Background: an optimization exercise with open tools, aiming at small area, a short achievable clock period and few clock cycles per item. Do not read the settings as production practice.
In this exercise RTL edits were held to simulation tests only and were not proved equivalent to the original.

==> inputs of run M <==
==> flow/design.v <==
module sort3
(
    input  [7:0] a, b, c,
    output [7:0] lo, mid, hi
);
    function automatic lt8(input [7:0] x, input [7:0] y);
        reg [7:0] l, n;
        reg l_hi, l_lo, n_hi;
        begin
            l = ~x & y;      
            n = ~x | y;      
            l_hi = l[7] | (n[7] & l[6]) | (n[7] & n[6] & l[5]) | (n[7] & n[6] & n[5] & l[4]);
            n_hi = &n[7:4];
            l_lo = l[3] | (n[3] & l[2]) | (n[3] & n[2] & l[1]) | (n[3] & n[2] & n[1] & l[0]);
            lt8 = l_hi | (n_hi & l_lo);
        end
    endfunction
    wire s_ab = lt8(b, a);
    wire s_ac = lt8(c, a);
    wire s_bc = lt8(c, b);
    wire a_lo = ~s_ab & ~s_ac, b_lo = s_ab & ~s_bc, c_lo = s_ac & s_bc;
    wire a_hi = s_ab & s_ac,   b_hi = ~s_ab & s_bc, c_hi = ~s_ac & ~s_bc;
    wire a_md = ~a_lo & ~a_hi, b_md = ~b_lo & ~b_hi, c_md = ~c_lo & ~c_hi;
    assign lo  = ({8{a_lo}} & a) | ({8{b_lo}} & b) | ({8{c_lo}} & c);
    assign mid = ({8{a_md}} & a) | ({8{b_md}} & b) | ({8{c_md}} & c);
    assign hi  = ({8{a_hi}} & a) | ({8{b_hi}} & b) | ({8{c_hi}} & c);
endmodule
module median_front
(
    input  [71:0] arr,
    output [7:0]  max_lo, med_mid, min_hi
);
    wire [7:0] l0, m0, h0, l1, m1, h1, l2, m2, h2;
    wire [7:0] u0, u1, u2, u3, u4, u5;
    sort3 r0 (arr[7:0],   arr[15:8],  arr[23:16], l0, m0, h0);
    sort3 r1 (arr[31:24], arr[39:32], arr[47:40], l1, m1, h1);
    sort3 r2 (arr[55:48], arr[63:56], arr[71:64], l2, m2, h2);
    sort3 sl (l0, l1, l2, u0, u1, max_lo);
    sort3 sm (m0, m1, m2, u2, med_mid, u3);
    sort3 sh (h0, h1, h2, min_hi, u4, u5);
endmodule
module median_back
(
    input  [7:0] a, b, c,
    output [7:0] med
);
    wire [7:0] u0, u1;
    sort3 t (a, b, c, u0, med, u1);
endmodule
module median
(
    arr, med
);
    input  [71:0] arr;
    output [7:0]  med;
    wire [7:0] a, b, c;
    median_front f (.arr(arr), .max_lo(a), .med_mid(b), .min_hi(c));
    median_back  k (.a(a), .b(b), .c(c), .med(med));
endmodule
module median_pipe
(
    input         clk,
    input         rst,
    input         in_valid,
    input  [71:0] in_win,
    output        out_valid,
    output [7:0]  out_med
);
    reg        v1, v2, v3;
    reg [71:0] win_q;
    reg [7:0]  a_q, b_q, c_q;
    reg [7:0]  med_q;
    wire [7:0] a_w, b_w, c_w, med_w;
    median_front u_front (.arr(win_q), .max_lo(a_w), .med_mid(b_w), .min_hi(c_w));
    median_back  u_back  (.a(a_q), .b(b_q), .c(c_q), .med(med_w));
    always @(posedge clk) begin
        if (rst) begin
            v1 <= 1'b0;
            v2 <= 1'b0;
            v3 <= 1'b0;
        end else begin
            v1 <= in_valid;
            v2 <= v1;
            v3 <= v2;
        end
    end
    always @(posedge clk) begin
        win_q <= in_win;
        a_q   <= a_w;
        b_q   <= b_w;
        c_q   <= c_w;
        med_q <= med_w;
    end
    assign out_valid = v3;
    assign out_med   = med_q;
endmodule
==> flow/flow/run.sh <==
#!/bin/bash
# Own flow: the standard synthesis, its combinational logic re-mapped by ABC
# (registers untouched), then the standard layout steps with a few cells kept
# out (pin access), plain buffers on the ports and a larger setup margin.
set -euo pipefail
WORK=$(pwd)
RES=$WORK/orfs/results/$FLOW_PLATFORM/median_pipe/base
YOSYS=/OpenROAD-flow-scripts/tools/install/yosys/bin/yosys
PDIR=$FLOW_HOME/platforms/$FLOW_PLATFORM
PDU=$(sed -n '/^export DONT_USE_CELLS/,/^$/p' $PDIR/config.mk | grep -o 'sky130_fd_sc_hd__[a-z0-9_]*' | tr '\n' ' ')
XDU=$(cat flow/dont_use.txt)
mapfile -t EXTRA < flow/extra_vars.txt

bash standard.sh "$RES/1_2_yosys.v" > synth.log 2>&1
cp "$RES/1_2_yosys.v" "$WORK/standard_synth.v"
REMAP_LIB=$PDIR/lib/sky130_fd_sc_hd__tt_025C_1v80.lib REMAP_IN=$WORK/standard_synth.v \
  REMAP_OUT=$WORK/remapped.v REMAP_ABC=$WORK/flow/abc.script REMAP_D=$(cat flow/abc_d.txt) \
  REMAP_DONT_USE="$PDU $XDU" $YOSYS -c flow/remap.tcl > remap.log 2>&1
cp "$WORK/remapped.v" "$RES/1_2_yosys.v"
touch "$RES/1_2_yosys.v"
bash standard.sh "DONT_USE_CELLS=$PDU $XDU" "${EXTRA[@]}" finish > layout.log 2>&1
==> flow/flow/abc.script <==
strash
dc2
balance
rewrite
refactor
balance
rewrite
rewrite -z
balance
refactor -z
rewrite -z
balance
balance
rewrite
refactor
balance
rewrite
rewrite -z
balance
refactor -z
rewrite -z
balance
&get -n
&dch -f
&nf {D}
&put
buffer -p
upsize {D}
dnsize {D}
==> flow/flow/abc_d.txt <==
3500
==> flow/flow/dont_use.txt <==

==> flow/flow/extra_vars.txt <==
SETUP_SLACK_MARGIN=11
BUFFER_PORTS_ARGS=-buffer_cell sky130_fd_sc_hd__buf_2
CELL_PAD_IN_SITES_DETAIL_PLACEMENT=1
CELL_PAD_IN_SITES_GLOBAL_PLACEMENT=1
==> flow/flow/remap.tcl <==
# Re-map the combinational logic of the standard synthesis netlist with ABC
# (area recovery under a delay target). Flip-flop instances, their names
# and cell types, are kept as they are.
yosys read_liberty -ignore_miss_func $::env(REMAP_LIB)
yosys read_verilog $::env(REMAP_IN)
yosys hierarchy -top $::env(FLOW_TOP)
foreach m [list sky130_fd_sc_hd__dfxtp_1] { yosys setattr -mod -set keep_hierarchy 1 $m }
yosys flatten
yosys opt_clean -purge
set du {}
foreach c $::env(REMAP_DONT_USE) { lappend du -dont_use $c }
yosys abc -liberty $::env(REMAP_LIB) -script $::env(REMAP_ABC) -D $::env(REMAP_D) {*}$du
yosys opt_clean -purge
yosys rename -hide w:*.*
yosys opt_clean -purge
yosys stat -liberty $::env(REMAP_LIB)
yosys select $::env(FLOW_TOP)
yosys write_verilog -noattr -nohex -nodec -selected $::env(REMAP_OUT)
==> flow/standard.sh <==
#!/bin/bash
# synth_recipe.tcl (not shown) runs the flow's synth.tcl, then flattens the netlist and writes it again
# the make line also repeats each setting of config.mk as NAME=value (left out here)
make -C /OpenROAD-flow-scripts/flow DESIGN_CONFIG=/design/flow/config.mk WORK_HOME=/design/flow/orfs CLKGATE_MAP_FILE= SYNTH_SCRIPT=/design/flow/synth_recipe.tcl "${@:-finish}"
==> flow/config.mk <==
export PLATFORM = sky130hd
export DESIGN_NAME = median_pipe
export DESIGN_NICKNAME = median_pipe
export VERILOG_FILES = /design/flow/design.v
export SDC_FILE = /design/flow/constraint.sdc
export NUM_CORES = 4
export LEC_CHECK = 0
export CAP_MARGIN = 20
export CORE_MARGIN = 2
export CORE_UTILIZATION = 30
export PLACE_DENSITY = 0.45
export SLEW_MARGIN = 20
==> flow/constraint.sdc <==
create_clock -name core_clock -period 15.5 [get_ports {clk}]
set_input_delay 3.1000 -clock core_clock [delete_from_list [all_inputs] [get_ports {clk}]]
set_output_delay 3.1000 -clock core_clock [all_outputs]
set_load 0.01 [all_outputs]
==> run K: changes against run M <==
==> flow/design.v, changed modules only <==
module lt8
(
    input  [7:0] x, y,
    output       lt
);
    wire [7:0] l = ~x & y;      
    wire [7:0] n = ~x | y;      
    wire l_hi = l[7] | (n[7] & l[6]) | (n[7] & n[6] & l[5]) | (n[7] & n[6] & n[5] & l[4]);
    wire n_hi = &n[7:4];
    wire l_lo = l[3] | (n[3] & l[2]) | (n[3] & n[2] & l[1]) | (n[3] & n[2] & n[1] & l[0]);
    assign lt = l_hi | (n_hi & l_lo);
endmodule
module cmp3
(
    input  [7:0] a, b, c,
    output [2:0] s
);
    lt8 u_ab (.x(b), .y(a), .lt(s[0]));
    lt8 u_ac (.x(c), .y(a), .lt(s[1]));
    lt8 u_bc (.x(c), .y(b), .lt(s[2]));
endmodule
module sel3
(
    input  [7:0] a, b, c,
    input  [2:0] s,
    output [7:0] lo, mid, hi
);
    wire s_ab = s[0], s_ac = s[1], s_bc = s[2];
    wire a_lo = ~s_ab & ~s_ac, b_lo = s_ab & ~s_bc, c_lo = s_ac & s_bc;
    wire a_hi = s_ab & s_ac,   b_hi = ~s_ab & s_bc, c_hi = ~s_ac & ~s_bc;
    wire a_md = ~a_lo & ~a_hi, b_md = ~b_lo & ~b_hi, c_md = ~c_lo & ~c_hi;
    assign lo  = ({8{a_lo}} & a) | ({8{b_lo}} & b) | ({8{c_lo}} & c);
    assign mid = ({8{a_md}} & a) | ({8{b_md}} & b) | ({8{c_md}} & c);
    assign hi  = ({8{a_hi}} & a) | ({8{b_hi}} & b) | ({8{c_hi}} & c);
endmodule
module sort3
(
    input  [7:0] a, b, c,
    output [7:0] lo, mid, hi
);
    wire [2:0] s;
    cmp3 u_c (.a(a), .b(b), .c(c), .s(s));
    sel3 u_s (.a(a), .b(b), .c(c), .s(s), .lo(lo), .mid(mid), .hi(hi));
endmodule
module median_cmp
(
    input  [71:0] arr,
    output [8:0]  s
);
    cmp3 r0 (.a(arr[7:0]),   .b(arr[15:8]),  .c(arr[23:16]), .s(s[2:0]));
    cmp3 r1 (.a(arr[31:24]), .b(arr[39:32]), .c(arr[47:40]), .s(s[5:3]));
    cmp3 r2 (.a(arr[55:48]), .b(arr[63:56]), .c(arr[71:64]), .s(s[8:6]));
endmodule
module median_front
(
    input  [71:0] arr,
    input  [8:0]  s,
    output [7:0]  max_lo, med_mid, min_hi
);
    wire [7:0] l0, m0, h0, l1, m1, h1, l2, m2, h2;
    wire [7:0] u0, u1, u2, u3, u4, u5;
    sel3  r0 (.a(arr[7:0]),   .b(arr[15:8]),  .c(arr[23:16]), .s(s[2:0]), .lo(l0), .mid(m0), .hi(h0));
    sel3  r1 (.a(arr[31:24]), .b(arr[39:32]), .c(arr[47:40]), .s(s[5:3]), .lo(l1), .mid(m1), .hi(h1));
    sel3  r2 (.a(arr[55:48]), .b(arr[63:56]), .c(arr[71:64]), .s(s[8:6]), .lo(l2), .mid(m2), .hi(h2));
    sort3 sl (.a(l0), .b(l1), .c(l2), .lo(u0),      .mid(u1),      .hi(max_lo));
    sort3 sm (.a(m0), .b(m1), .c(m2), .lo(u2),      .mid(med_mid), .hi(u3));
    sort3 sh (.a(h0), .b(h1), .c(h2), .lo(min_hi),  .mid(u4),      .hi(u5));
endmodule
module median_back
(
    input  [7:0] a, b, c,
    output [7:0] med
);
    wire [7:0] u0, u1;
    sort3 t (.a(a), .b(b), .c(c), .lo(u0), .mid(med), .hi(u1));
endmodule
module median
(
    arr, med
);
    input  [71:0] arr;
    output [7:0]  med;
    wire [8:0] s;
    wire [7:0] a, b, c;
    median_cmp   u_cmp   (.arr(arr), .s(s));
    median_front u_front (.arr(arr), .s(s), .max_lo(a), .med_mid(b), .min_hi(c));
    median_back  u_back  (.a(a), .b(b), .c(c), .med(med));
endmodule
module median_pipe
(
    input         clk,
    input         rst,
    input         in_valid,
    input  [71:0] in_win,
    output        out_valid,
    output [7:0]  out_med
);
    reg        v1, v2, v3;
    reg [71:0] win_q;
    reg [8:0]  cmp_q;
    reg [7:0]  a_q, b_q, c_q;
    reg [7:0]  med_q;
    wire [8:0] cmp_w;
    wire [7:0] a_w, b_w, c_w, med_w;
    median_cmp   u_cmp   (.arr(in_win), .s(cmp_w));
    median_front u_front (.arr(win_q), .s(cmp_q), .max_lo(a_w), .med_mid(b_w), .min_hi(c_w));
    median_back  u_back  (.a(a_q), .b(b_q), .c(c_q), .med(med_w));
    always @(posedge clk) begin
        if (rst) begin
            v1 <= 1'b0;
            v2 <= 1'b0;
            v3 <= 1'b0;
        end else begin
            v1 <= in_valid;
            v2 <= v1;
            v3 <= v2;
        end
    end
    always @(posedge clk) begin
        win_q <= in_win;
        cmp_q <= cmp_w;
        a_q   <= a_w;
        b_q   <= b_w;
        c_q   <= c_w;
        med_q <= med_w;
    end
    assign out_valid = v3;
    assign out_med   = med_q;
endmodule
--- a/flow/flow/run.sh
+++ b/flow/flow/run.sh
@@ -1,6 +1,7 @@
 #!/bin/bash
 # Own flow: the standard synthesis, its combinational logic re-mapped by ABC
-# (registers untouched), then the standard layout steps with a few cells kept
-# out (pin access), plain buffers on the ports and a larger setup margin.
+# (registers untouched; the logic in front of the registers in fast_ff.txt
+# for delay, the rest for area), then the standard layout steps with the cells in dont_use.txt kept
+# out, plain buffers on the ports and a larger setup margin.
 set -euo pipefail
 WORK=$(pwd)
@@ -15,5 +16,6 @@
 cp "$RES/1_2_yosys.v" "$WORK/standard_synth.v"
 REMAP_LIB=$PDIR/lib/sky130_fd_sc_hd__tt_025C_1v80.lib REMAP_IN=$WORK/standard_synth.v \
-  REMAP_OUT=$WORK/remapped.v REMAP_ABC=$WORK/flow/abc.script REMAP_D=$(cat flow/abc_d.txt) \
+  REMAP_OUT=$WORK/remapped.v REMAP_ABC_AREA=$WORK/flow/abc_area.script \
+  REMAP_ABC_FAST=$WORK/flow/abc_fast.script REMAP_FAST_FF="$(cat flow/fast_ff.txt)" \
   REMAP_DONT_USE="$PDU $XDU" $YOSYS -c flow/remap.tcl > remap.log 2>&1
 cp "$WORK/remapped.v" "$RES/1_2_yosys.v"
==> flow/flow/abc_area.script (new file) <==
strash
dc2
balance
rewrite
refactor
balance
rewrite
rewrite -z
balance
refactor -z
rewrite -z
balance
balance
rewrite
refactor
balance
rewrite
rewrite -z
balance
refactor -z
rewrite -z
balance
&get -n
&dch -f
&nf -R 1000
&put
&put
==> flow/flow/abc_fast.script (new file) <==
strash
dc2
balance
rewrite
refactor
balance
rewrite
rewrite -z
balance
refactor -z
rewrite -z
balance
balance
rewrite
refactor
balance
rewrite
rewrite -z
balance
refactor -z
rewrite -z
balance
&get -n
&dch -f
&nf -R 100 {D}
&put
==> flow/flow/extra_vars.txt (replaced) <==
SETUP_SLACK_MARGIN=11.5
BUFFER_PORTS_ARGS=-buffer_cell sky130_fd_sc_hd__buf_2
CTS_ARGS=-sink_clustering_enable -repair_clock_nets -sink_clustering_size 40 -sink_clustering_max_diameter 100 -buf_list sky130_fd_sc_hd__clkbuf_4 -root_buf sky130_fd_sc_hd__clkbuf_8 -sink_buffer_max_cap_derate 0.3 -dont_use_dummy_load
==> flow/flow/fast_ff.txt (new file) <==
cmp_q*:700
[abc]_q*:2800
==> flow/flow/remap.tcl (replaced) <==
# Re-map the combinational logic of the standard synthesis netlist with ABC.
# Flip-flop instances, their names and cell types, are kept as they are.
# REMAP_FAST_FF lists pattern:delay pairs: the logic in front of the
# registers that match each pattern (back to the registers or ports that
# feed it) is mapped for delay with that target in ps; whatever is left is
# mapped for area.
yosys read_liberty -ignore_miss_func $::env(REMAP_LIB)
yosys read_verilog $::env(REMAP_IN)
yosys hierarchy -top $::env(FLOW_TOP)
foreach m [list sky130_fd_sc_hd__dfxtp_1] { yosys setattr -mod -set keep_hierarchy 1 $m }
yosys flatten
yosys opt_clean -purge
set du {}
foreach c $::env(REMAP_DONT_USE) { lappend du -dont_use $c }
foreach spec $::env(REMAP_FAST_FF) {
  lassign [split $spec :] pat d
  yosys select -set ff c:$pat
  yosys select -set cone @ff %ci*:-sky130_fd_sc_hd__dfxtp_1\[Q\] @ff %d
  yosys abc -liberty $::env(REMAP_LIB) -script $::env(REMAP_ABC_FAST) -D $d {*}$du @cone
  yosys select -clear
}
yosys abc -liberty $::env(REMAP_LIB) -script $::env(REMAP_ABC_AREA) {*}$du
yosys opt_clean -purge
yosys rename -hide w:*.*
yosys opt_clean -purge
yosys stat -liberty $::env(REMAP_LIB)
yosys select $::env(FLOW_TOP)
yosys write_verilog -noattr -nohex -nodec -selected $::env(REMAP_OUT)
--- a/flow/config.mk
+++ b/flow/config.mk
@@ -8,5 +8,5 @@
 export CAP_MARGIN = 20
 export CORE_MARGIN = 2
-export CORE_UTILIZATION = 30
-export PLACE_DENSITY = 0.45
+export CORE_UTILIZATION = 40
+export PLACE_DENSITY = 0.6
 export SLEW_MARGIN = 20
removed: flow/flow/abc.script
removed: flow/flow/abc_d.txt
==> metrics.md <==
| Metric | Value |
|---|---|
| CP max-delay cell | `dfxtp_1` |
| Nets@finish | `914` |
| Drt total wl | `19.6 mm` |
| Most frequent cells in the layout | `dfxtp_1, clkinv_1, buf_2` |
| Die area | `0.0162 mm2` |
| TritonRoute pass-1 iters | `8` |
| Status | `timing/DRC/antenna clean` |
[end of results for run K]
==> metrics.md <==
| Metric | Value |
|---|---|
| Status | `timing/DRC/antenna clean` |
| Drt total wl | `between 20 and 25 mm` |
| Nets@finish | `930` |
| TritonRoute pass-1 iters | `9` |
| Most frequent cells in the layout | `dfxtp_1, buf_2, inv_1` |
[end of results for run M]
Testbench counts of run M, summed over its fixed seeds: cycles 8,216, items 8,192.
Testbench counts of run K, summed over its fixed seeds: cycles 8,216, items 8,192.

[separate check: timing with driven ports]
The flow's constraints put no driver on any port. The routed layouts listed below were extracted and timed again, unchanged, in two steps. Step 1 sets driving cells, clkbuf_16 on the clock port and buf_2 on the other inputs (assumed; they add their load-dependent delay and slew). Step 2 moves the port delays by t, midway between the first and last clock arrival at a register: inputs arrive t later, outputs are due t later. That takes back most of the time a late clock gives input paths. Three values: no drivers, after step 1, after step 2; two values: the first two.
run	shift t [ns]	setup WS [ns]	worst hold slack (ns)
run M	0.402	11.195 / 11.195 / 11.195	0.445 / 0.445 / 0.445
run K	0.446	11.546 / 11.506 / 11.161	0.447 / 0.447 / 0.447
After both steps setup and hold are still met in every run listed. The setup slack of run K, which loses most, moves by -0.040 ns with the drivers and by -0.385 ns with both steps.
